Source: an optimization exercise on an open RTL-to-GDS flow (aim: a short achievable clock period and few clock cycles). Production flows keep margins and buffers that such runs may drop. The RTL was checked by simulation tests, not by an equivalence proof against the original design. Power figures rest on the tool's default switching activity, not on a simulated workload.

Design mips_singlecycle, start of the top module:
module mips_singlecycle (
        input clk, rst,
        output [8:0]  imem_addr,
        input  [31:0] imem_rdata,
        output [8:0]  dmem_addr,
        output [31:0] dmem_wdata,
        output        dmem_we,
        input  [31:0] dmem_rdata,
        input  [4:0]  dbg_sel,
        output [31:0] dbg_data
    );
For scale: ~30,000 cells after synthesis, ~4,900 flip-flops, roughly 150 I/O pins, ~320,000 µm² of cells after synthesis.
clock: 10.5 ns
lec_check: 0
abc_clock_period_in_ps: 1000
cap_margin: 30
core_margin: 2
core_utilization: 35
setup_slack_margin: 4.5
slew_margin: 20
synth_hierarchical: 1
synth_minimum_keep_size: 0
run.sh (not shown) runs the stock make flow with config.mk's settings and CLKGATE_MAP_FILE= SYNTH_SCRIPT=/design/flow/synth_recipe.tcl, a recipe that flattens the netlist after the stock synthesis.
The first run finished but failed the layout checks on antenna rules.
Testbench counts at the start, summed over its fixed seeds: cycles 95,641.
Edit:
--- a/flow/design.v
+++ b/flow/design.v
@@ -160,29 +160,24 @@
     always @(posedge clk) begin
         if (s_v && (has_ld || sb_v)) begin
             sb_a <= s_addr;
             sb_d <= s_data;
         end
     end
     wire [31:0] a_res = a_ld ? ld_data : alu(a_x, a_y, a_sel, a_sub);
     wire [31:0] b_res = b_ld ? ld_data : alu(b_x, b_y, b_sel, b_sub);
-    reg  [31:1] rv;
     integer i;
-    always @(posedge clk) begin
-        for (i = 1; i < 32; i = i + 1)
-            if (b_wen && b_rd == i) rf[i] <= b_res;
-            else if (a_wen && a_rd == i) rf[i] <= a_res;
-    end
     always @(posedge clk or posedge rst) begin
         if (rst) begin
-            rv <= 31'b0;
+            for (i = 1; i < 32; i = i + 1) rf[i] <= 32'b0;
         end else begin
             for (i = 1; i < 32; i = i + 1)
-                if ((b_wen && b_rd == i) || (a_wen && a_rd == i)) rv[i] <= 1'b1;
+                if (b_wen && b_rd == i) rf[i] <= b_res;
+                else if (a_wen && a_rd == i) rf[i] <= a_res;
         end
     end
     reg         da_wen, db_wen;
     reg  [4:0]  da_rd, db_rd;
     reg  [31:0] da_res, db_res;
     always @(posedge clk or posedge rst) begin
         if (rst) begin
             da_wen <= 1'b0;
@@ -194,39 +189,34 @@
     end
     always @(posedge clk) begin
         da_rd  <= a_rd;
         db_rd  <= b_rd;
         da_res <= a_res;
         db_res <= b_res;
     end
     reg  [31:0] rfn [1:31];
-    reg  [31:1] dv;              
     integer n;
-    always @(posedge clk) begin
-        for (n = 1; n < 32; n = n + 1)
-            if (db_wen && db_rd == n) rfn[n] <= ~db_res;
-            else if (da_wen && da_rd == n) rfn[n] <= ~da_res;
-    end
     always @(posedge clk or posedge rst) begin
         if (rst) begin
-            dv <= 31'b0;
+            for (n = 1; n < 32; n = n + 1) rfn[n] <= 32'hFFFFFFFF;
         end else begin
             for (n = 1; n < 32; n = n + 1)
-                if ((db_wen && db_rd == n) || (da_wen && da_rd == n)) dv[n] <= 1'b1;
+                if (db_wen && db_rd == n) rfn[n] <= ~db_res;
+                else if (da_wen && da_rd == n) rfn[n] <= ~da_res;
         end
     end
     function [31:0] fwd(input [4:0] r, input [31:0] v);
         fwd = (b_wen && b_rd == r) ? b_res : (a_wen && a_rd == r) ? a_res : v;
     endfunction
     wire [1023:0] rflat;
     assign rflat[31:0] = 32'b0;
     genvar gj;
     generate for (gj = 1; gj < 32; gj = gj + 1) begin : rfl
-        assign rflat[32*gj+31:32*gj] = rf[gj] & {32{rv[gj]}};
+        assign rflat[32*gj+31:32*gj] = rf[gj];
     end endgenerate
     wire [31:0] ka    = bm ? 32'b0 : b_x;         
     wire [31:0] kb    = bm ? 32'b0 : b_y;
     wire        ra_b  = b_wen && b_rd == bra;
     wire        ra_a  = !ra_b && a_wen && a_rd == bra;
     wire        rb_b  = b_wen && b_rd == brb;
     wire        rb_a  = !rb_b && a_wen && a_rd == brb;
     reg         b_eq;
@@ -409,17 +399,17 @@
             hi = t[8:NB] - 1'b1;
             tgt_o = r0_v[t[NB-1:0]] && r0_o[t[NB-1:0]] &&
                     r0_tag[t[NB-1:0]] == (t[NB-1:0] == 0 ? hi : t[8:NB]) &&
                     !(learn && il == lo);
         end
     endfunction
     wire        o_h1t = tgt_o(h1t);
     wire        o_h2t = tgt_o(h2t);
-    wire        o_h3t = 1'b0;                  
+    wire        o_h3t = tgt_o(h3t);
     wire        o_alt = tgt_o(balt);
     wire        o_pc1 = h1 && h1o;
     wire        o_pc2 = h2o;
     wire        o_pc3 = h3o;
     reg  [8:0]  pc_n;
     reg         tm_n;        
     always @(*) begin
         tm_n = 1'b0;
@@ -533,14 +523,14 @@
     assign dmem_we    = !has_ld && (sb_v || s_v);
     genvar gb, gr;
     generate for (gb = 0; gb < 8; gb = gb + 1) begin : dbg
         wire [127:0] d;
         for (gr = 0; gr < 128; gr = gr + 1) begin : r
             if (gr % 32 == 0) begin : z
                 assign d[gr] = 1'b1;
             end else begin : v
-                assign d[gr] = rfn[gr % 32][4*gb + gr / 32] | !dv[gr % 32];
+                assign d[gr] = rfn[gr % 32][4*gb + gr / 32];
             end
         end
         rd_quadn m (dbg_sel, d, dbg_data[4*gb+3:4*gb]);
     end endgenerate
 endmodule
This time the run passed the timing, design-rule and antenna checks; die area goes down by 0.46%; power climbs by 16%; combinational power rises by about 20%; routed wire length came out lower by 2.8%; worst setup slack loses 0.0087 ns; critical path depth rises by 5; design area decreases by 0.82%; non-clock buffer count rises by 94; final cell count goes up by 3.0%; hold slack loses 0.018 ns.
Testbench counts after the change, summed over its fixed seeds: cycles 94,134.

---

## P
mips_singlecycle, a different RTL version from the one above (not shown whole).
Size: about 26000 cells after synthesis, ~150 I/O pins, ~260000 µm² of cells after synthesis.
clock: 10.5 ns
lec_check: 0
abc_clock_period_in_ps: 1000
cap_margin: 30
core_margin: 2
core_utilization: 35
setup_slack_margin: 4.5
slew_margin: 20
synth_hierarchical: 1
synth_minimum_keep_size: 0
The layout from P, despite a flow that completed every stage, fails the layout checks, with the failing checks listed as antenna violations.
Testbench counts of P, summed over its fixed seeds: cycles 98,907.
--- input diff P..Q ---
diff --git a/flow/design.v b/flow/design.v
--- a/flow/design.v
+++ b/flow/design.v
@@ -399,31 +399,32 @@
     wire        l_bnop = i_beq && ins[15:0] == 16'd0;
     wire        l_balw = i_beq && i_rs == i_rt && !l_bnop;
     wire        l_bcnd = i_beq && i_rs != i_rt && !l_bnop;
     wire [8:0]  pf_bt  = pf1 + ins[8:0];
     wire [8:0]  l_btgt = pf_go ? pf_bt : btgt;
     wire        l_unc = i_j || l_balw || l_bnop || (i_r && i_rd == 5'd0) || (i_lw && i_rt == 5'd0);
     wire        l_op  = !l_unc && (i_r || i_lw || i_sw);
     wire        pf_col = (pfm1[NB-1:0] == pc[NB-1:0]  && pfm1 != pc)  ||
                          (pfm1[NB-1:0] == pc1[NB-1:0] && pfm1 != pc1) ||
                          (pfm1[NB-1:0] == pc2[NB-1:0] && pfm1 != pc2);
     wire        learn = (l_unc || l_bcnd || l_op) && !known && (pf_go ? !pf_col : !tm);
+    wire [NF-1:0] r0_vo = r0_v & r0_o;
+    wire [NB-1:0] il1   = il + 1'b1;              
     function tgt_o(input [8:0] t);
-        reg [NB-1:0] lo;
-        reg [8-NB:0] hi;
+        reg [8-NB:0] tg, hi;
         begin
-            lo = t[NB-1:0] - 1'b1;                
-            hi = t[8:NB] - 1'b1;
-            tgt_o = r0_v[t[NB-1:0]] && r0_o[t[NB-1:0]] &&
-                    r0_tag[t[NB-1:0]] == (t[NB-1:0] == 0 ? hi : t[8:NB]) &&
-                    !(learn && il == lo);
+            tg = r0_tag[t[NB-1:0]];
+            hi = t[8:NB] - 1'b1;                  
+            tgt_o = r0_vo[t[NB-1:0]] &&
+                    (t[NB-1:0] == 0 ? tg == hi : tg == t[8:NB]) &&
+                    !(learn && il1 == t[NB-1:0]);
         end
     endfunction
     wire        o_h1t = tgt_o(h1t);
     wire        o_h2t = tgt_o(h2t);
     wire        o_h3t = tgt_o(h3t);
     wire        o_alt = tgt_o(balt);
     wire        o_pc1 = h1 && h1o;
     wire        o_pc2 = h2o;
     wire        o_pc3 = h3o;
     reg  [8:0]  pc_n;
     reg         tm_n;        
[summary]
Q was carried through to the last stage, and its layout satisfied the timing, design-rule and antenna checks. Any difference in area of the core between Q and P is small enough to ignore. Measured against Q, the total of plain and repair buffers excluding clock buffers of P comes out at 0.925 times the reference value. Between P and Q, the difference in non-filler instance count after layout is negligible. Summary — critical path depth, Q relative to P: lower, by 7. Between P and Q, post-route core utilization is lower for P, Q comes in above that.
Testbench counts of Q, summed over its fixed seeds: cycles 98,907.

-- port drivers added, routing unchanged --
The results above use ideal ports. As a check the final layouts listed here were re-extracted and re-timed, cells and wires unchanged. Step 1 sets driving cells, clkbuf_16 on the clock port and buf_2 on the other inputs (assumed; they add their load-dependent delay and slew). Step 2 times the ports against the registers' clock, not the clock port: input delays grow and output delays shrink by t, the midpoint of the rising clock arrivals with the driver on. Three values: ideal ports, drivers, drivers and shift; two values: the first two.
run | t, ns | setup slack, ns | slew at the worst register clock pin (ns) | cell pins on the clock port's net
the first run of note 1 | 1.369 | 3.447 / 3.447 / 2.780 | 0.08 / 0.08 | 1
the second run of note 1 | 1.280 | 3.439 / 3.439 / 3.063 | 0.08 / 0.08 | 1
P | 1.255 | 3.972 / 3.972 / 3.263 | 0.08 / 0.08 | 1
Q | 1.252 | 4.141 / 3.922 / 3.350 | 0.08 / 0.08 | 1
For Q, which loses most, drivers alone change the setup slack by -0.219 ns; drivers and shift together by -0.791 ns.
